Context: an optimization exercise on an open-source flow, tuned for small area, a short achievable clock period and few clock cycles. The choices shown serve that exercise and are no tape-out recipe. In this exercise RTL edits were held to simulation tests only and were not proved equivalent to the original. Power is estimated from default activity; no workload was simulated.

**design/flow/design.v**
```verilog
module cpu_core(
    input  wire        clk,
    input  wire        rest,
    input  wire [31:0] rom2if_ins_i,
    output wire [31:0] if2rom_ins_o,
    output wire [31:0] dmem_addr_o,
    output wire [31:0] dmem_wdata_o,
    output wire [3:0]  dmem_wstrb_o,
    input  wire [31:0] dmem_rdata_i
);
    reg  [31:2] pc;
    reg  [31:0] x_regs [1:31];
    reg  [31:1] rvalid;
    reg         xv;          
    reg  [31:0] xa, xb, xc;  
    reg  [4:0]  xrd;
    reg         xwen;        
    reg         xload, xstore, xbranch, xjalr, xpred;
    reg  [2:0]  xf3;
    reg         xsub;
    reg         xr_add, xr_slt, xr_sltu, xr_xor, xr_or, xr_and, xr_sll, xr_sr, xr_c;
    reg         xsra;
    wire [31:0] bx   = xsub ? ~xb : xb;
    wire [32:0] sum  = {1'b0, xa} + {1'b0, bx} + {32'd0, xsub};
    wire [31:0] vxor = xa ^ xb;
    wire        eq   = ~|vxor;
    wire        ltu  = ~sum[32];
    wire        lt   = (xa[31] ^ xb[31]) ? xa[31] : sum[31];
    wire [31:0] a_rev;
    genvar gi;
    generate
        for (gi = 0; gi < 32; gi = gi + 1) begin : g_rev
            assign a_rev[gi] = xa[31 - gi];
        end
    endgenerate
    wire [31:0] sh_in   = xr_sll ? a_rev : xa;
    wire        sh_fill = xsra & xa[31];
    wire [31:0] sh_out  = $signed({sh_fill, sh_in}) >>> xb[4:0];
    wire [31:0] sh_rev;
    generate
        for (gi = 0; gi < 32; gi = gi + 1) begin : g_rev2
            assign sh_rev[gi] = sh_out[31 - gi];
        end
    endgenerate
    wire [31:0] alu =
          ({32{xr_add}}  & sum[31:0])
        | ({32{xr_slt}}  & {31'd0, lt})
        | ({32{xr_sltu}} & {31'd0, ltu})
        | ({32{xr_xor}}  & vxor)
        | ({32{xr_or}}   & (xa | xb))
        | ({32{xr_and}}  & (xa & xb))
        | ({32{xr_sll}}  & sh_rev)
        | ({32{xr_sr}}   & sh_out)
        | ({32{xr_c}}    & xc);
    reg btaken;
    always @(*) begin
        case (xf3)
            3'b000:  btaken = eq;
            3'b001:  btaken = ~eq;
            3'b100:  btaken = lt;
            3'b101:  btaken = ~lt;
            3'b110:  btaken = ltu;
            default: btaken = ~ltu;
        endcase
    end
    wire        redirect = xv & ((xbranch & (btaken ^ xpred)) | xjalr);
    wire [31:2] redirect_pc = xjalr ? sum[31:2] : xc[31:2];
    wire [1:0]  bsel = sum[1:0];
    assign dmem_addr_o  = sum[31:0];
    assign dmem_wdata_o = (xf3[1:0] == 2'b00) ? {4{xc[7:0]}} :
                          (xf3[1:0] == 2'b01) ? {2{xc[15:0]}} : xc;
    assign dmem_wstrb_o = ~(xv & xstore) ? 4'b0000 :
                          (xf3[1:0] == 2'b00) ? (4'b0001 << bsel) :
                          (xf3[1:0] == 2'b01) ? (bsel[1] ? 4'b1100 : 4'b0011) : 4'b1111;
    wire [31:0] rsh = dmem_rdata_i >> {bsel, 3'b000};
    wire [31:0] ldata = (xf3[1:0] == 2'b00) ? {{24{rsh[7]  & ~xf3[2]}}, rsh[7:0]} :
                        (xf3[1:0] == 2'b01) ? {{16{rsh[15] & ~xf3[2]}}, rsh[15:0]} : rsh;
    wire [31:0] wdata = xload ? ldata : alu;
    wire        wen   = xv & xwen;
    integer k;
    always @(posedge clk) begin
        for (k = 1; k < 32; k = k + 1)
            if (wen && xrd == k) x_regs[k] <= wdata;
    end
    always @(posedge clk) begin
        if (!rest) rvalid <= 31'd0;
        else if (wen) rvalid <= rvalid | (31'd1 << (xrd - 5'd1));
    end
    wire [31:0] ins = rom2if_ins_i;
    assign if2rom_ins_o = {pc, 2'b00};
    wire [4:0] op  = ins[6:2];
    wire [2:0] f3  = ins[14:12];
    wire [4:0] rd  = ins[11:7];
    wire [4:0] rs1 = ins[19:15];
    wire [4:0] rs2 = ins[24:20];
    wire d_lui    = (op == 5'b01101);
    wire d_auipc  = (op == 5'b00101);
    wire d_jal    = (op == 5'b11011);
    wire d_jalr   = (op == 5'b11001);
    wire d_branch = (op == 5'b11000);
    wire d_load   = (op == 5'b00000);
    wire d_store  = (op == 5'b01000);
    wire d_opi    = (op == 5'b00100);
    wire d_opr    = (op == 5'b01100);
    wire d_alu    = d_opi | d_opr;
    wire [31:0] imm_i = {{20{ins[31]}}, ins[31:20]};
    wire [31:0] imm_s = {{20{ins[31]}}, ins[31:25], ins[11:7]};
    wire [31:0] imm_b = {{19{ins[31]}}, ins[31], ins[7], ins[30:25], ins[11:8], 1'b0};
    wire [31:0] imm_j = {{11{ins[31]}}, ins[31], ins[19:12], ins[20], ins[30:21], 1'b0};
    wire [31:0] imm_u = {ins[31:12], 12'd0};
    wire        pred_b = d_branch & ins[31];
    wire        take   = d_jal | pred_b;
    wire [31:2] pc4    = pc + 30'd1;
    wire [31:2] tgt    = pc + (d_jal ? imm_j[31:2] : imm_b[31:2]);
    reg [31:0] r1, r2;
    integer j;
    always @(*) begin
        r1 = 32'd0;
        r2 = 32'd0;
        for (j = 1; j < 32; j = j + 1) begin
            r1 = r1 | ({32{(rs1 == j) & rvalid[j]}} & x_regs[j]);
            r2 = r2 | ({32{(rs2 == j) & rvalid[j]}} & x_regs[j]);
        end
    end
    wire byp1 = wen & (rs1 == xrd);
    wire byp2 = wen & (rs2 == xrd);
    wire [31:0] v1 = byp1 ? alu : r1;
    wire [31:0] v2 = byp2 ? alu : r2;
    wire use_rs2 = d_opr | d_branch;
    wire [31:0] imm = d_store ? imm_s : (d_lui | d_auipc) ? imm_u : imm_i;
    wire [31:0] na = d_auipc ? {pc, 2'b00} : d_lui ? 32'd0 : v1;
    wire [31:0] nb = use_rs2 ? v2 : imm;
    wire [31:0] nc = d_store ? v2 : {(take | d_jalr | d_jal) ? pc4 : tgt, 2'b00};
    wire f_sra  = ins[30];
    wire n_sub  = (d_opr & (f3 == 3'b000) & ins[30]) | (d_alu & (f3[2:1] == 2'b01)) | d_branch;
    wire n_add  = (d_alu & (f3 == 3'b000)) | d_lui | d_auipc;
    always @(posedge clk) begin
        if (!rest) begin
            pc <= 30'd0;
            xv <= 1'b0;
        end else begin
            pc <= redirect ? redirect_pc : (take ? tgt : pc4);
            xv <= ~redirect;
        end
        xa <= na;
        xb <= nb;
        xc <= nc;
        xrd <= rd;
        xwen <= (rd != 5'd0) & (d_alu | d_lui | d_auipc | d_jal | d_jalr | d_load);
        xload <= d_load;
        xstore <= d_store;
        xbranch <= d_branch;
        xjalr <= d_jalr;
        xpred <= pred_b;
        xf3 <= f3;
        xsub <= n_sub;
        xr_add  <= n_add;
        xr_slt  <= d_alu & (f3 == 3'b010);
        xr_sltu <= d_alu & (f3 == 3'b011);
        xr_xor  <= d_alu & (f3 == 3'b100);
        xr_or   <= d_alu & (f3 == 3'b110);
        xr_and  <= d_alu & (f3 == 3'b111);
        xr_sll  <= d_alu & (f3 == 3'b001);
        xr_sr   <= d_alu & (f3 == 3'b101);
        xsra    <= f_sra;
        xr_c    <= d_jal | d_jalr;
    end
endmodule
```
**design/flow/run.sh**
```bash
#!/bin/bash
# synth_recipe.tcl (not shown) runs the flow's synth.tcl, then flattens the netlist and writes it again
# the make line also repeats each setting of config.mk as NAME=value (left out here)
make -C /OpenROAD-flow-scripts/flow DESIGN_CONFIG=/design/flow/config.mk WORK_HOME=/design/flow/orfs CLKGATE_MAP_FILE= SYNTH_SCRIPT=/design/flow/synth_recipe.tcl finish
```
**design/flow/config.mk**
```make
export PLATFORM = sky130hd
export DESIGN_NAME = cpu_core
export DESIGN_NICKNAME = cpu_core
export VERILOG_FILES = /design/flow/design.v
export SDC_FILE = /design/flow/constraint.sdc
export NUM_CORES = 4
export LEC_CHECK = 0
export CAP_MARGIN = 20
export CORE_MARGIN = 2
export CORE_UTILIZATION = 30
export SLEW_MARGIN = 20
```
**design/flow/constraint.sdc**
```tcl
create_clock -name core_clock -period 7.0 [get_ports {clk}]
set_input_delay 1.4000 -clock core_clock [delete_from_list [all_inputs] [get_ports {clk}]]
set_output_delay 1.4000 -clock core_clock [all_outputs]
set_load 0.01 [all_outputs]
```
==> metrics.md, run 1 <==
| Metric | Value |
|---|---|
| Syn Area/Cell | `11.7 sq um` |
| Worst-Margin Slew | `1360 ps` |
| CP Max Fanout | `19` |
| Power Total | `0.0159 W` |
| Count of cell types in the netlist | `80` |
| Starting Density | `30.3%` |
| Critical path cell sequence | `buf_4, xor2_1, ha_1, a21oi_1, o21ai_1, a311oi_1, o21ai_0, a21oi_1, o21ai_1, a21bo_2, xor2_1, clkdlybuf4s50_1` |
| Power share of the sequential group | `49.6%` |
| Share of cells above drive strength 1 | `12.3%` |
| Fin area | `68000 sq um` |
| Required time of the critical path | `5600 ps` |
| Crit path kind | `register to output port` |
| Most numerous cell in the Yosys netlist | `edfxtp_1` |
| Largest net degree at the start of global routing | `57` |
| Mapped Area | `58400 sq um` |
| GP Congestion | `1.02` |
| Largest area contributor in the netlist | `edfxtp_1` |
| Worst vdd ir | `0.245 mV` |
| Met2 Usage GRT | `42.8%` |
| Pwr/cell area | `234 nW/um^2` |
| Worst min path class | `register to register` |
| Max-slew violation count | `0` |
| FF-to-FF Start | `xb[0]` |
| Area grow syn2layout | `16.4%` |
| Worst-Skew Late Latency | `840 ps` |
| Slew HR | `9.11%` |
| # rows | `161` |
| # setup viols final | `0` |
| Vias in the first global route | `49524` |
| DIE AREA | `198000 sq um` |
| Power Internal | `0.0118 W` |
| Global-route wire length before repair | `421000 microns` |
| Hold Buf Count CTS | `0` |
| Post-CTS setup buffers | `0` |
| EDFF count, synth | `992` |
| Async set-reset flop share out of synthesis | `0%` |
| Total track usage | `30.7%` |
| Met3 Resource Use GR | `15.0%` |
| R2r setup slk | `1610 ps` |
| Placed Cells | `7470` |
| CTS resizes | `0` |
| Nets | `5264` |
| Clk pin slew, worst setup/hold paths | `60 ps` |
| Lkg Pwr | `23.4 nW` |
| Psw | `0.00406 W` |
| Clock power share | `41.7%` |
| Dpl cell area | `63800 sq um` |
| Post-route insts no fill | `7717` |
| Die width | `445 microns` |
| Clock Path Buffers | `3` |
| Slowest cell on the critical path | `dfxtp_2` |
| Setup crit start | `xsub` |
| FMAX | `157 MHz` |
| Crit path capture type | `output port` |
| Clock tree root buffer cell | `clkbuf_16` |
| Placeable Area | `193000 sq um` |
| Wire per inst | `41.4 microns` |
| CTS Sinks | `1175` |
| Grt ovf | `0` |
| Final Skew | `106 ps` |
| Crit path DAT | `4980 ps` |
| FF-to-FF End | `x_regs[14][15]` |
| CTS tree | `built` |
| Startpoint Class | `register` |
| Antenna-violating nets left | `0` |
| Ys flop type | `edfxtp_1` |
| TritonRoute pass-1 iters | `13` |
| Die height | `445 microns` |
| Via density | `7.09` |
| Post-Route WL | `319000 microns` |
| Min Tclk post-route | `6380 ps` |
| Max_cap viols | `0` |
| Critical path's largest stage delay | `800 ps` |
| Num CTS Buffers | `121` |
| Sw Share | `25.6%` |
| Setup_tns | `0 ps` |
| Most area-consuming cells after synthesis | `edfxtp_1 51%, a22oi_1 6.4%, dfxtp_1 6.3%` |
| Yosys reg bits | `1175` |
| Busiest grt layer | `met2` |
| Worst setup path endpoint | `dmem_addr_o[30]` |
| I/O pin count | `166` |
| Cell count after synthesis | `4979` |
| Met1 Use GR | `35.5%` |
| DP HPWL | `199000 microns` |
| Port buffer count | `161` |
| Combinational Power Share | `8.7%` |
| Vias | `54685` |
| Post-synth top area share | `51.0%` |
| Post-synth top cells | `992 x edfxtp_1, 500 x a22oi_1, 352 x nand2_1, 338 x clkbuf_1, 277 x nor2_1` |
| Final Cycle Share | `91.2%` |
| Status | `no timing/DRC/antenna violations` |
| Yosys warns | `2` |
| Initial antenna violation count | `19` |
| CTS HTree Levels | `3` |
| Remaining DRCs | `0` |
| Sequential fraction of the synthesis area | `57.3%` |
| Final hold viol count | `0` |
| RSZ-0062 raised after global routing | `false` |
| R2R cell count | `11` |
| Initial DRC count | `14224` |
[final cells by class]
class / count / area (sq um)
Antenna cell: 19 / 47.5
Clock buffer: 157 / 3270
Clock inverter: 67 / 728
Fill cell: 18745 / 125000
Inverter: 98 / 368
Multi-Input combinational cell: 3275 / 23300
Sequential cell: 1175 / 33500
Tap cell: 2526 / 3160
Timing Repair Buffer: 400 / 3650
[sequential cells by signal, summed over array words and instances (netlist names), 3 cells and up]
signal	flops
rvalid	31
x_regs	992
xb	32
xa	32
xc	32
xrd	5
xf3	3
pc	30
[how the worst min path moves through the flow]
stage,cells past startpoint,to,start
floorplan,2,rvalid[10],rvalid[10]
global placement,2,rvalid[10],rvalid[10]
detailed placement,2,rvalid[7],rvalid[7]
CTS,2,rvalid[7],rvalid[7]
global route,2,rvalid[19],rvalid[19]
finish,2,rvalid[7],rvalid[7]
[power groups by stage]
stage          Combinational (W)  Sequential, W  Clock [W]
2_1_floorplan           0.000730        0.00790          0
3_3_place_gp             0.00131        0.00802          0
3_5_place_dp             0.00132        0.00802          0
4_1_cts                  0.00132        0.00787    0.00657
5_1_grt                  0.00144        0.00787    0.00687
6_report                 0.00138        0.00788    0.00663
[per-layer routing]
metal / vias to the layer above / routed length, microns
li1: 20132 / -
met1: 26138 / 103000
met2: 6442 / 127000
met3: 1948 / 56100
met4: 25 / 32800
met5: - / 301
[logic make-up after synthesis]
logic type      synth area share (%)
simple gates                    9.82
fa+ha+maj                       2.75
mux                             3.22
other cells                  0.00642
buf+inv                         3.58
xor+xnor                        1.92
compound gates                  21.4
flops                           57.3
[critical path: cells and delay by family, from the launching register on]
family                     cells  cell delay (ps)
AOI/OAI and AO/OA              7             1730
buffers and inverters          2              970
xor gates and xnor gates       2              520
DFF                            1              800
adders and majority gates      1              230
[cell usage in the layout (no fill, tap or decap), types with 42 or more instances in the layout]
master           netlist  routed
a21oi_1              194     182
a221oi_1             221     221
a222oi_1              65      65
a22o_1               214     214
a22oi_1              500     500
and3_2                 0      63
buf_4                 13     217
clkbuf_16              0     122
clkdlybuf4s50_1        0     161
dfxtp_1              183     180
edfxtp_1             992     992
ha_1                 125     125
inv_1                 93      93
mux2_2                47      47
mux2i_1               68      68
nand2_1              352     351
nand3_1              179     177
nand4_1              115     115
nor2_1               277     250
nor3_1                52      42
o211ai_1              42      42
o21ai_0              153     152
xnor2_1               63      62
xor2_1                65      65
[per-stage QoR]
step / utilization, % / setup WS, ps / hold slack [ps]
finish: 35.2 / 615 / 487
global route: 35.2 / 439 / 514
CTS: 35.2 / 677 / 481
detailed placement: 33.1 / 681 / 467
global placement: 33.1 / 702 / 457
floorplan: - / 1650 / 446
Testbench counts, summed over its fixed seeds: cycles 19,106.
==> run 2: changes to the inputs <==
--- a/design/flow/design.v
+++ b/design/flow/design.v
@@ -20,6 +20,12 @@
     reg         xsub;
     reg         xr_add, xr_slt, xr_sltu, xr_xor, xr_or, xr_and, xr_sll, xr_sr, xr_c;
     reg         xsra;
+    reg  [31:0] mres;        
+    reg  [31:0] mwd;         
+    reg  [3:0]  mstrb;
+    reg  [4:0]  mrd;
+    reg         mwen, mload;
+    reg  [2:0]  mf3;
     wire [31:0] bx   = xsub ? ~xb : xb;
     wire [32:0] sum  = {1'b0, xa} + {1'b0, bx} + {32'd0, xsub};
     wire [31:0] vxor = xa ^ xb;
@@ -65,26 +71,45 @@
     end
     wire        redirect = xv & ((xbranch & (btaken ^ xpred)) | xjalr);
     wire [31:2] redirect_pc = xjalr ? sum[31:2] : xc[31:2];
-    wire [1:0]  bsel = sum[1:0];
-    assign dmem_addr_o  = sum[31:0];
-    assign dmem_wdata_o = (xf3[1:0] == 2'b00) ? {4{xc[7:0]}} :
-                          (xf3[1:0] == 2'b01) ? {2{xc[15:0]}} : xc;
-    assign dmem_wstrb_o = ~(xv & xstore) ? 4'b0000 :
-                          (xf3[1:0] == 2'b00) ? (4'b0001 << bsel) :
-                          (xf3[1:0] == 2'b01) ? (bsel[1] ? 4'b1100 : 4'b0011) : 4'b1111;
+    wire [1:0]  xbsel = sum[1:0];
+    wire [31:0] xwd   = (xf3[1:0] == 2'b00) ? {4{xc[7:0]}} :
+                        (xf3[1:0] == 2'b01) ? {2{xc[15:0]}} : xc;
+    wire [3:0]  xstrb = ~(xv & xstore) ? 4'b0000 :
+                        (xf3[1:0] == 2'b00) ? (4'b0001 << xbsel) :
+                        (xf3[1:0] == 2'b01) ? (xbsel[1] ? 4'b1100 : 4'b0011) : 4'b1111;
+    wire [31:0] xres  = (xload | xstore) ? sum[31:0] : alu;
+    wire        xw    = xv & xwen;
+    always @(posedge clk) begin
+        if (!rest) begin
+            mstrb <= 4'b0000;
+            mwen  <= 1'b0;
+        end else begin
+            mstrb <= xstrb;
+            mwen  <= xw;
+        end
+        mres  <= xres;
+        mwd   <= xwd;
+        mrd   <= xrd;
+        mload <= xload;
+        mf3   <= xf3;
+    end
+    assign dmem_addr_o  = mres;
+    assign dmem_wdata_o = mwd;
+    assign dmem_wstrb_o = mstrb;
+    wire [1:0]  bsel = mres[1:0];
     wire [31:0] rsh = dmem_rdata_i >> {bsel, 3'b000};
-    wire [31:0] ldata = (xf3[1:0] == 2'b00) ? {{24{rsh[7]  & ~xf3[2]}}, rsh[7:0]} :
-                        (xf3[1:0] == 2'b01) ? {{16{rsh[15] & ~xf3[2]}}, rsh[15:0]} : rsh;
-    wire [31:0] wdata = xload ? ldata : alu;
-    wire        wen   = xv & xwen;
+    wire [31:0] ldata = (mf3[1:0] == 2'b00) ? {{24{rsh[7]  & ~mf3[2]}}, rsh[7:0]} :
+                        (mf3[1:0] == 2'b01) ? {{16{rsh[15] & ~mf3[2]}}, rsh[15:0]} : rsh;
+    wire [31:0] wdata = mload ? ldata : mres;
+    wire        wen   = mwen;
     integer k;
     always @(posedge clk) begin
         for (k = 1; k < 32; k = k + 1)
-            if (wen && xrd == k) x_regs[k] <= wdata;
+            if (wen && mrd == k) x_regs[k] <= wdata;
     end
     always @(posedge clk) begin
         if (!rest) rvalid <= 31'd0;
-        else if (wen) rvalid <= rvalid | (31'd1 << (xrd - 5'd1));
+        else if (wen) rvalid <= rvalid | (31'd1 << (mrd - 5'd1));
     end
     wire [31:0] ins = rom2if_ins_i;
     assign if2rom_ins_o = {pc, 2'b00};
@@ -111,7 +136,7 @@
     wire        pred_b = d_branch & ins[31];
     wire        take   = d_jal | pred_b;
     wire [31:2] pc4    = pc + 30'd1;
-    wire [31:2] tgt    = pc + (d_jal ? imm_j[31:2] : imm_b[31:2]);
+    wire [31:2] tgt    = pc + (ins[3] ? imm_j[31:2] : imm_b[31:2]);
     reg [31:0] r1, r2;
     integer j;
     always @(*) begin
@@ -122,10 +147,12 @@
             r2 = r2 | ({32{(rs2 == j) & rvalid[j]}} & x_regs[j]);
         end
     end
-    wire byp1 = wen & (rs1 == xrd);
-    wire byp2 = wen & (rs2 == xrd);
-    wire [31:0] v1 = byp1 ? alu : r1;
-    wire [31:0] v2 = byp2 ? alu : r2;
+    wire bx1 = xw  & (rs1 == xrd);
+    wire bx2 = xw  & (rs2 == xrd);
+    wire bm1 = wen & (rs1 == mrd);
+    wire bm2 = wen & (rs2 == mrd);
+    wire [31:0] v1 = bx1 ? alu : bm1 ? wdata : r1;
+    wire [31:0] v2 = bx2 ? alu : bm2 ? wdata : r2;
     wire use_rs2 = d_opr | d_branch;
     wire [31:0] imm = d_store ? imm_s : (d_lui | d_auipc) ? imm_u : imm_i;
     wire [31:0] na = d_auipc ? {pc, 2'b00} : d_lui ? 32'd0 : v1;
--- a/design/flow/config.mk
+++ b/design/flow/config.mk
@@ -7,5 +7,6 @@
 export LEC_CHECK = 0
 export CAP_MARGIN = 20
 export CORE_MARGIN = 2
-export CORE_UTILIZATION = 30
+export CORE_UTILIZATION = 35
+export SETUP_SLACK_MARGIN = 3.5
 export SLEW_MARGIN = 20
==> metrics.md, run 2 <==
| Metric | Value |
|---|---|
| Status | `no timing/DRC/antenna violations` |
| Grt ovf | `0 (unchanged)` |
| Clock Path Buffers | `3 (unchanged)` |
| Crit path capture type | `register` |
| TritonRoute pass-1 iters | `17 (+4)` |
| Post-synth top area share | `48.7% (-2.3 points)` |
| Remaining DRCs | `0 (unchanged)` |
| Post-Route WL | `344000 microns (+7.9%)` |
| I/O pin count | `166 (unchanged)` |
| Sw Share | `25.8% (+0.21 points)` |
| Pwr/cell area | `227 nW/um^2 (-2.7%)` |
| Most area-consuming cells after synthesis | `edfxtp_1 49%, dfxtp_1 8.5%, a22oi_1 5.4%` |
| Clk pin slew, worst setup/hold paths | `60 ps (about the same)` |
| DP HPWL | `204000 microns (+2.5%)` |
| Min Tclk post-route | `3970 ps (-2420 ps)` |
| Worst-Margin Slew | `1340 ps (-25.6 ps)` |
| Cell count after synthesis | `5197 (+4.4%)` |
| Largest area contributor in the netlist | `edfxtp_1` |
| EDFF count, synth | `992 (unchanged)` |
| Via density | `7.30 (+3.0%)` |
| Power Internal | `0.0131 W (+11%)` |
| Psw | `0.00456 W (+12%)` |
| Commonest non-fill, non-tap cell in the layout | `edfxtp_1` |
| Initial DRC count | `14407 (+1.3%)` |
| Syn Area/Cell | `11.8 sq um (+0.36%)` |
| Hold Slack | `408 ps (-79.1 ps)` |
| Crit path kind | `register to register` |
| Initial antenna violation count | `25 (+6)` |
| Worst min path class | `register to register` |
| DIE AREA | `178000 sq um (-10%)` |
| Worst-Skew Late Latency | `840 ps (about the same)` |
| Antenna-violating nets left | `0 (unchanged)` |
| Total track usage | `36.3% (+5.6 points)` |
| Clock tree root buffer cell | `clkbuf_16` |
| FMAX | `252 MHz (+61%)` |
| Post-synth top cells | `992 x edfxtp_1, 439 x a22oi_1, 372 x clkbuf_1, 338 x nand2_1, 297 x nor2_1` |
| Power Total | `0.0177 W (+11%)` |
| Mapped Area | `61200 sq um (+4.8%)` |
| CP Max Fanout | `9 (-10)` |
| Final hold viol count | `0 (unchanged)` |
| RSZ-0062 raised after global routing | `true` |
| Die width | `422 microns (-5.2%)` |
| CTS Sinks | `1253 (+6.6%)` |
| CTS HTree Levels | `4 (+1)` |
| Num CTS Buffers | `132 (+9.1%)` |
| Die height | `422 microns (-5.2%)` |
| Yosys warns | `2 (unchanged)` |
| Global-route wire length before repair | `448000 microns (+6.3%)` |
| Port buffer count | `161 (unchanged)` |
| Clock power share | `42.3% (+0.6 points)` |
| Count of cell types in the netlist | `88 (+10%)` |
| Startpoint Class | `register` |
| Vias in the first global route | `53799 (+8.6%)` |
| Max_cap viols | `0 (unchanged)` |
| Async set-reset flop share out of synthesis | `0% (unchanged)` |
| # rows | `153 (-5.0%)` |
| Ys flop type | `edfxtp_1` |
| Placeable Area | `174000 sq um (-9.9%)` |
| Final Skew | `62.7 ps (-43.1 ps)` |
| Nets | `5870 (+12%)` |
| Lkg Pwr | `27.0 nW (+16%)` |
| Max-slew violation count | `0 (unchanged)` |
| Largest net degree at the start of global routing | `59 (+3.5%)` |
| Sequential fraction of the synthesis area | `57.2% (about the same)` |
| Yosys reg bits | `1253 (+6.6%)` |
| Worst vdd ir | `0.258 mV (+5.3%)` |
| Slew HR | `10.5% (+1.4 points)` |
| # setup viols final | `0 (unchanged)` |
| Area grow syn2layout | `27.2%` |
| GP Congestion | `1.01 (-0.62%)` |
| Wire per inst | `42.4 microns (+2.5%)` |
| Starting Density | `35.2% (+4.9 points)` |
| Final Cycle Share | `56.7% (-35 points)` |
| Setup_tns | `0 ps (unchanged)` |
| CTS tree | `built` |
| Most numerous cell in the Yosys netlist | `edfxtp_1` |
| Crit path DAT | `4690 ps (-290 ps)` |
| Power share of the sequential group | `47.7% (-1.9 points)` |
| Combinational Power Share | `9.9% (+1.2 points)` |
| Final Core Density | `44.8% (+9.6 points)` |
| Vias | `59291 (+8.4%)` |
| Top reg by flops | `x_regs` |
| R2r setup slk | `3030 ps (+1420 ps)` |
| Commonest cells after routing, fill and taps aside | `992 x edfxtp_1, 482 x buf_4, 435 x a22oi_1, 318 x nand2_1, 266 x nor2_1` |
| Required time of the critical path | `7720 ps (+2120 ps)` |
| Max reg flops | `992 (unchanged)` |
| Share of cells above drive strength 1 | `25.6% (+13 points)` |
## run 2: cell count changes after synthesis, sizes merged, moves of 22 or more
| cell | change |
|---|---|
| a221oi | +40 |
| a22o | +32 |
| a22oi | -61 |
| and3 | -31 |
| and4 | +22 |
| buf | -32 |
| clkbuf | +34 |
| dfxtp | +78 |
| nand3b | -30 |
| nor3 | +35 |
| o21ai | +47 |
## run 2: final timing paths
path	start	endpoint	cells past startpoint
max	xsub	pc[13]	19
min	xrd[0]	mrd[0]	0
max reg2reg	xsub	pc[13]	19
min reg2reg	xrd[0]	mrd[0]	0
## run 2: cells by family (layout without fill, tap and decap cells)
group / count (synthesis) / in the layout / synth area share (%)
AO/OA/AOI/OAI: 1740 / 1741 / 21.5
XOR/XNOR: 137 / 137 / 1.96
adder cells (fa/ha/maj): 127 / 127 / 2.62
buffers and inverters: 534 / 1108 / 3.42
flip-flops: 1253 / 1253 / 57.2
multiplexers: 164 / 164 / 3.43
other: 1 / 21 / 0.00613
AND/OR/NAND/NOR: 1241 / 1251 / 9.78
## run 2: power groups by stage
stage               sequential (W)  combinational [W]  clock [W]
floorplan                  0.00848           0.000743          0
global placement           0.00859            0.00139          0
detailed placement         0.00859            0.00139          0
CTS                        0.00843            0.00156    0.00747
global route               0.00844            0.00181    0.00775
finish                     0.00845            0.00176    0.00750
## run 2: stage by stage
stage | cell area [sq um] | std cells | setup WS, ps
after floorplan | 61600 | 5198 | 2590
after global placement | 66800 | 7513 | 1090
after CTS | 74800 | 7947 | 3060
after global routing | 77800 | 8113 | 2950
final | 77800 | 8127 | 3030
after detailed placement | 66900 | 7514 | 1100
## run 2: what timing repair did
| action | CTS | global route |
|---|---|---|
| cloned | 12 | 14 |
| setup endpoints to repair | 228 | 147 |
| hold buffers | 0 | 0 |
| endpoints found under the hold margin | 0 | 0 |
| pin swaps | 125 | 137 |
| gates resized for setup | 480 | 319 |
| setup buffers | 181 | 147 |
## run 2: layout make-up
cell class / instances / area (sq um)
Clock inverter: 84 / 1050
Tap cell: 2325 / 2910
Timing Repair inverter: 3 / 20.0
Inverter: 100 / 390
Timing Repair Buffer: 765 / 7510
Fill cell: 15715 / 96000
Clock buffer: 156 / 3490
Antenna cell: 19 / 47.5
Multi-Input combinational cell: 3422 / 27400
Sequential cell: 1253 / 35000
## run 2: worst max-delay path, cell delays in order (launching register included)
cell	delay (ps)
dfxtp_4	410
buf_8	160
xor2_1	160
ha_1	370
buf_4	190
a21oi_1	180
nor2b_1	110
a21oi_1	170
o211ai_1	110
buf_4	170
a31oi_4	170
buf_12	150
o221a_4	250
xnor2_2	100
a221oi_4	300
o32ai_4	140
buf_12	180
clkbuf_16	170
a211o_1	240
a21oi_1	130
## run 2: layer usage
layer  wire length, microns  global-route usage [%]  vias up  share of wire [%]
li1                       -                       -    21828                  -
met1                 110000                    41.3    28422                 32
met2                 136000                    51.4     6719                 40
met3                  59500                    18.6     2262                 17
met4                  37500                    27.9       60                 11
met5                   1300                    1.13        -               0.38
Testbench counts of run 2, summed over its fixed seeds: cycles 19,130.
==> run 3: changes to the inputs <==
--- a/design/flow/config.mk
+++ b/design/flow/config.mk
@@ -7,6 +7,8 @@
 export LEC_CHECK = 0
 export CAP_MARGIN = 20
 export CORE_MARGIN = 2
-export CORE_UTILIZATION = 35
-export SETUP_SLACK_MARGIN = 3.5
+export CORE_UTILIZATION = 45
+export CTS_BUF_LIST = sky130_fd_sc_hd__clkbuf_8
+export CTS_CLUSTER_SIZE = 24
+export SETUP_SLACK_MARGIN = 3.0
 export SLEW_MARGIN = 20
==> metrics.md, run 3 <==
| Metric | Value |
|---|---|
| EDFF count, synth | `992 (unchanged)` |
| Register Area | `35000 sq um (about the same)` |
| CTS tree | `built` |
| Setup crit start | `rom2if_ins_i[23]` |
| Count of cell types in the netlist | `88 (unchanged)` |
| Yosys warns | `2 (unchanged)` |
| Async set-reset flop share out of synthesis | `0% (unchanged)` |
| Complex-gate fraction of the synthesized area | `21.5% (unchanged)` |
| Nets | `5697 (-2.9%)` |
| Cell count after synthesis | `5197 (unchanged)` |
| Max-slew violation count | `0 (unchanged)` |
| Remaining DRCs | `0 (unchanged)` |
| FMAX | `233 MHz (-7.6%)` |
| Worst vdd ir | `0.175 mV (-32%)` |
| Die height | `373 microns (-12%)` |
| Beginning of the worst hold path | `xload` |
| Die width | `373 microns (-12%)` |
| Final Cycle Share | `61.4% (+4.7 points)` |
| Post-Route WL | `336000 microns (-2.4%)` |
| Clk pin slew, worst setup/hold paths | `70 ps (about the same)` |
| Setup_tns | `0 ps (unchanged)` |
| Worst-Skew Late Latency | `1020 ps (+180 ps)` |
| Grt ovf | `0 (unchanged)` |
| Max reg flops | `992 (unchanged)` |
| Dpl cell area | `66300 sq um (-0.76%)` |
| Wire per inst | `45.0 microns (+6.1%)` |
| Startpoint Class | `input pin` |
| Yosys reg bits | `1253 (unchanged)` |
| Hold Buf Count CTS | `0 (unchanged)` |
| # rows | `135 (-12%)` |
| Global-route wire length before repair | `445000 microns (-0.75%)` |
| Num CTS Buffers | `203 (+54%)` |
| I/O pin count | `166 (unchanged)` |
| FF-to-FF Start | `xsub` |
| Starting Density | `45.3% (+10 points)` |
| Most area-consuming cells after synthesis | `edfxtp_1 49%, dfxtp_1 8.5%, a22oi_1 5.4%` |
| Fin area | `72700 sq um (-6.6%)` |
| Top reg by flops | `x_regs` |
| Required time of the critical path | `7900 ps (+180 ps)` |
| Total track usage | `46.6% (+10 points)` |
| Vias | `57251 (-3.4%)` |
| Post-synth top cells | `992 x edfxtp_1, 439 x a22oi_1, 372 x clkbuf_1, 338 x nand2_1, 297 x nor2_1` |
| Final hold viol count | `0 (unchanged)` |
| Initial antenna violation count | `33 (+32%)` |
| DIE AREA | `139000 sq um (-22%)` |
| Area grow syn2layout | `18.8%` |
| Crit path kind | `input pin to register` |
| RSZ-0062 raised after global routing | `true` |
| Sequential fraction of the synthesis area | `57.2% (unchanged)` |
| Share of cells above drive strength 1 | `19.3% (-6.2 points)` |
| Multi-input gate area | `25700 sq um (-6.0%)` |
| Largest net degree at the start of global routing | `55 (-6.8%)` |
| Slew HR | `15.9% (+5.5 points)` |
| Lkg Pwr | `25.3 nW (-6.4%)` |
| Clock Path Buffers | `3 (unchanged)` |
| # setup viols final | `0 (unchanged)` |
| Placeable Area | `135000 sq um (-22%)` |
| Max_cap viols | `0 (unchanged)` |
| Post-synth top area share | `48.7% (unchanged)` |
| Vias in the first global route | `52851 (-1.8%)` |
| Pwr/cell area | `232 nW/um^2 (+2.1%)` |
| Filler cell count | `11712 (-25%)` |
| Ys flop type | `edfxtp_1` |
| CTS Sinks | `1253 (unchanged)` |
| Port buffer count | `161 (unchanged)` |
| Crit path DAT | `5200 ps (+510 ps)` |
| Mapped Area | `61200 sq um (unchanged)` |
| DP HPWL | `208000 microns (+1.8%)` |
| Post-synthesis xor/xnor area fraction | `1.96% (unchanged)` |
| Crit path capture type | `register` |
| CTS HTree Levels | `4 (unchanged)` |
| GP Congestion | `1.04 (+2.5%)` |
| Most numerous cell in the Yosys netlist | `edfxtp_1` |
| Post-Synth Adder-Cell Area | `2.62% (unchanged)` |
| Min Tclk post-route | `4290 ps (+327 ps)` |
| Status | `no timing/DRC/antenna violations` |
| Main combinational cell family by area after synthesis | `compound AO/OA/AOI/OAI gates` |
| Syn Area/Cell | `11.8 sq um (unchanged)` |
| Largest area contributor in the netlist | `edfxtp_1` |
| Commonest non-fill, non-tap cell in the layout | `edfxtp_1` |
| Worst-Margin Slew | `1250 ps (-90.1 ps)` |
| Via density | `7.66 (+4.9%)` |
| Mux cell area share after synthesis | `3.43% (unchanged)` |
| Final Skew | `65.0 ps (+2.33 ps)` |
| Clock tree root buffer cell | `clkbuf_8` |
| CP Max Fanout | `17 (+8)` |
| Antenna-violating nets left | `0 (unchanged)` |
| Worst min path class | `register to register` |
| Commonest cells after routing, fill and taps aside | `992 x edfxtp_1, 438 x a22oi_1, 331 x nand2_1, 317 x buf_4, 276 x nor2_1` |
| Initial DRC count | `13521 (-6.1%)` |
| TritonRoute pass-1 iters | `12 (-5)` |
| Simple-gate share of the synthesized area | `9.78% (unchanged)` |
-- run 3: cell counts after synthesis --
No cell type changed its count.
-- run 3: worst max-delay path, cell delays in order --
cell and delay (ps):
clkdlybuf4s15_2 430, buf_4 260, and2_1 370, and3_4 670, buf_4 330, a22oi_1 130
nand3_1 140, nor3_1 60, a21oi_1 550, o21ai_0 380, o21ai_1 210, nor2_1 80
a21oi_1 150
-- run 3: final cells by class --
type	instances	share of cell area [%]
clock inverter	164	1.71
multi-input combinational	3412	35.4
tap	1781	3.07
inverter	100	0.517
antenna	17	0.0585
clock buffer	217	4.11
timing repair buffer	534	6.91
sequential	1253	48.2
-- run 3: stage by stage --
stage	power, W	util [%]	hold slack (ps)	setup WS (ps)	std cells
after global routing	0.0172	53.7	400	2660	7464
after detailed placement	0.0100	49.1	382	1150	7003
after CTS	0.0167	53.1	387	2770	7430
after global placement	0.0100	49.1	382	1210	7001
after floorplan	0.00921	-	329	2590	5198
final	0.0169	53.8	393	2710	7478
-- run 3: cells by family (layout without fill, tap and decap cells) --
group / count (synthesis) / after routing
AND/OR/NAND/NOR: 1241 / 1242
adder cells (fa/ha/maj): 127 / 127
flip-flops: 1253 / 1253
multiplexers: 164 / 164
XOR/XNOR: 137 / 137
AO/OA/AOI/OAI: 1740 / 1740
other: 1 / 19
buffers and inverters: 534 / 1015
-- run 3: what timing repair did --
action	in CTS	in global routing
gates cloned	2	4
gates resized for setup	195	120
setup endpoints to repair	147	113
pin swaps	30	34
buffers inserted	44	27
-- run 3: path summary, 6_finish.rpt --
kind         endpoint  depth (start not counted)  slack, ps
max            xc[19]                         13       2710
min             mload                          0        390
max reg2reg    pc[25]                         19       2730
min reg2reg     mload                          0        390
-- run 3: power breakdown --
part | switching [W] | internal (W)
Combinational | 0.00104 | 0.000552
Clock | 0.00328 | 0.00356
Sequential | 0.000234 | 0.00822
Total | 0.00456 | 0.0123
-- run 3: per-layer routing --
metal / GRT usage [%] / vias up / wire, microns
li1: - / 21491 / -
met1: 54.3 / 27352 / 108000
met2: 66.8 / 6370 / 137000
met3: 20.5 / 2008 / 54900
met4: 36.5 / 30 / 36000
met5: 0.454 / - / 249
==> run 4: changes to the inputs <==
--- a/design/flow/config.mk
+++ b/design/flow/config.mk
@@ -10,5 +10,5 @@
 export CORE_UTILIZATION = 45
 export CTS_BUF_LIST = sky130_fd_sc_hd__clkbuf_8
 export CTS_CLUSTER_SIZE = 24
-export SETUP_SLACK_MARGIN = 3.0
+export SETUP_SLACK_MARGIN = 3.3
 export SLEW_MARGIN = 20
==> metrics.md, run 4 <==
| Metric | Value |
|---|---|
| FF-to-FF Start | `xsub` |
| Final Cycle Share | `58.0% (-3.4 points)` |
| Startpoint Class | `register` |
| Initial antenna violation count | `30 (-9.1%)` |
| Post-route insts no fill | `7539 (+0.82%)` |
| Lkg Pwr | `25.7 nW (+1.6%)` |
| Final Skew | `78.5 ps (+13.5 ps)` |
| Starting Density | `45.3% (unchanged)` |
| Area grow syn2layout | `20.3%` |
| Complex-gate fraction of the synthesized area | `21.5% (unchanged)` |
| Dpl cell area | `66000 sq um (-0.45%)` |
| CTS HTree Levels | `4 (unchanged)` |
| Final hold viol count | `0 (unchanged)` |
| Most numerous cell in the Yosys netlist | `edfxtp_1` |
| Multi-input gate area | `26300 sq um (+2.1%)` |
| Post-Route WL | `336000 microns (-0.12%)` |
| Worst-Margin Slew | `1440 ps (+188 ps)` |
| Remaining DRCs | `0 (unchanged)` |
| Post-synth top area share | `48.7% (unchanged)` |
| Post-synth top cells | `992 x edfxtp_1, 439 x a22oi_1, 372 x clkbuf_1, 338 x nand2_1, 297 x nor2_1` |
| Simple-gate share of the synthesized area | `9.78% (unchanged)` |
| Crit path capture type | `register` |
| Via density | `7.80 (+1.9%)` |
| Antenna-violating nets left | `0 (unchanged)` |
| Top reg by flops | `x_regs` |
| Clk pin slew, worst setup/hold paths | `60 ps (about the same)` |
| RSZ-0062 raised after global routing | `true` |
| Max_cap viols | `0 (unchanged)` |
| Count of cell types in the netlist | `88 (unchanged)` |
| Yosys warns | `2 (unchanged)` |
| Power Total | `0.0166 W (-1.7%)` |
| Sequential fraction of the synthesis area | `57.2% (unchanged)` |
| Mux cell area share after synthesis | `3.43% (unchanged)` |
| I/O pin count | `166 (unchanged)` |
| Vias in the first global route | `53445 (+1.1%)` |
| Num CTS Buffers | `201 (-0.99%)` |
| Max-slew violation count | `0 (unchanged)` |
| TritonRoute pass-1 iters | `15 (+3)` |
| Async set-reset flop share out of synthesis | `0% (unchanged)` |
| Port buffer count | `161 (unchanged)` |
| Share of cells above drive strength 1 | `21.2% (+1.8 points)` |
| Setup_tns | `0 ps (unchanged)` |
| Pwr/cell area | `226 nW/um^2 (-2.9%)` |
| Max reg flops | `992 (unchanged)` |
| Ys flop type | `edfxtp_1` |
| Crit path kind | `register to register` |
| Nets | `5753 (+0.98%)` |
| Largest area contributor in the netlist | `edfxtp_1` |
| Total track usage | `45.8% (-0.80 points)` |
| Yosys reg bits | `1253 (unchanged)` |
| Vias | `58796 (+2.7%)` |
| Worst-Skew Late Latency | `1020 ps (about the same)` |
| CTS Sinks | `1253 (unchanged)` |
| Post-synthesis xor/xnor area fraction | `1.96% (unchanged)` |
| Fin area | `73600 sq um (+1.2%)` |
| Main combinational cell family by area after synthesis | `compound AO/OA/AOI/OAI gates` |
| Commonest cells after routing, fill and taps aside | `992 x edfxtp_1, 438 x a22oi_1, 354 x buf_4, 325 x nand2_1, 273 x nor2_1` |
| Status | `no timing/DRC/antenna violations` |
| Placeable Area | `135000 sq um (unchanged)` |
| Die width | `373 microns (unchanged)` |
| Clock Path Buffers | `3 (unchanged)` |
| Worst min path class | `register to register` |
| # setup viols final | `0 (unchanged)` |
| Most area-consuming cells after synthesis | `edfxtp_1 49%, dfxtp_1 8.5%, a22oi_1 5.4%` |
| Worst vdd ir | `0.194 mV (+11%)` |
| Syn Area/Cell | `11.8 sq um (unchanged)` |
| Mapped Area | `61200 sq um (unchanged)` |
| Final Core Density | `54.4% (+0.66 points)` |
| CTS tree | `built` |
| Die height | `373 microns (unchanged)` |
| Placed Cells | `6971 (-0.46%)` |
| Register Area | `35000 sq um (about the same)` |
| Setup crit start | `xsub` |
| GP Congestion | `1.04 (+0.11%)` |
| FMAX | `246 MHz (+5.8%)` |
| Required time of the critical path | `7880 ps (-20 ps)` |
| Initial DRC count | `13991 (+3.5%)` |
| Commonest non-fill, non-tap cell in the layout | `edfxtp_1` |
| Grt ovf | `0 (unchanged)` |
| Beginning of the worst hold path | `xload` |
| Wire per inst | `44.5 microns (-0.93%)` |
| Global-route wire length before repair | `440000 microns (-1.2%)` |
| DIE AREA | `139000 sq um (unchanged)` |
| Filler cell count | `11602 (-0.94%)` |
| Largest net degree at the start of global routing | `59 (+7.3%)` |
| CP Max Fanout | `7 (-10)` |
| Cell count after synthesis | `5197 (unchanged)` |
| Crit path DAT | `4940 ps (-260 ps)` |
| Post-Synth Adder-Cell Area | `2.62% (unchanged)` |
| EDFF count, synth | `992 (unchanged)` |
| Min Tclk post-route | `4060 ps (-235 ps)` |
| # rows | `135 (unchanged)` |
| Slew HR | `3.95% (-12 points)` |
| DP HPWL | `202000 microns (-2.9%)` |
| Clock tree root buffer cell | `clkbuf_8` |
run 4: cell counts after synthesis:
No cell type changed its count.
run 4: cell families after synthesis:
group | after synthesis
multiplexers | 164
flip-flops | 1253
XOR/XNOR | 137
AO/OA/AOI/OAI | 1740
AND/OR/NAND/NOR | 1241
buffers and inverters | 534
adder cells (fa/ha/maj) | 127
other | 1
run 4: layout make-up:
class / count / share of cell area (%)
Timing Repair Buffer: 583 / 7.52
Tap cell: 1781 / 3.03
Sequential cell: 1253 / 47.6
Clock buffer: 211 / 3.95
Clock inverter: 164 / 1.53
Inverter: 100 / 0.524
Multi-Input combinational cell: 3420 / 35.7
Antenna cell: 26 / 0.0884
Timing Repair inverter: 1 / 0.00680
run 4: power breakdown:
group	internal, W	total [W]	switching [W]
combinational	0.000586	0.00162	0.00103
clock	0.00331	0.00654	0.00323
sequential	0.00822	0.00843	0.000217
run 4: worst paths after layout:
| kind | endpoint | slack [ps] | cells after the start |
|---|---|---|---|
| worst min-delay path | mload | 370 | 0 |
| worst min register to register | mload | 370 | 0 |
| worst max register to register | pc[8] | 2940 | 20 |
| worst max-delay path | pc[8] | 2940 | 20 |
run 4: layer usage:
metal	track usage [%]	vias up	wire length, microns
li1	-	21636	-
met1	56.5	28204	113000
met2	63.0	6776	130000
met3	20.2	2144	58500
met4	33.5	36	33600
met5	0.839	-	300
run 4: critical path, cell delays in order (launching register included):
cell	delay, ps
dfxtp_4	490
clkbuf_16	210
xor2_1	160
ha_1	300
a211oi_1	220
nor2_1	150
o2111ai_2	270
o211ai_4	120
buf_12	160
buf_12	120
nor4_4	210
nor4_4	70
buf_4	160
nor2_4	150
mux2i_2	280
o32ai_4	120
buf_6	160
buf_12	140
buf_12	120
buf_16	140
a211oi_2	180
run 4: per-stage QoR:
step                worst slack, ps  hold slack [ps]
finish                         2940              374
global route                   2830              393
CTS                            2920              378
detailed placement             1250              369
global placement               1290              374
floorplan                      2590              329
run 4: timing repair:
action | 4_1_cts | 5_1_grt
cloned | 9 | 7
resized for setup | 330 | 175
hold buffers | 0 | 0
setup endpoints to repair | 189 | 134
pin swaps | 65 | 94
hold endpoints to repair | 0 | 0
setup buffers | 69 | 82

separate check: timing with driven ports:
The results above use ideal ports. As a check the final layouts listed here were re-extracted and re-timed, cells and wires unchanged. Step 1 assumes that a clkbuf_16 drives the clock port and a buf_2 every other input. Step 2 also shifts input and output timing later by t, the mid clock arrival at the registers, as if the neighbouring blocks saw the same clock. a / b / c = no drivers / after step 1 / after step 2; a / b = the first two.
run	t, ns	setup WS [ns]	worst setup path after step 2	slew at the worst register clock pin (ns)
run 1	0.871	0.615 / 0.528 / 0.385	input to register	0.08 / 0.08
run 2	0.902	3.033 / 3.033 / 2.299	input to register	0.07 / 0.07
run 3	1.070	2.705 / 2.732 / 1.681	input to register	0.08 / 0.08
run 4	1.058	2.940 / 2.940 / 1.998	input to register	0.07 / 0.07
After both steps setup and hold are still met in every run listed. The setup slack of run 3, which loses most, moves by +0.027 ns with the drivers and by -1.024 ns with both steps.
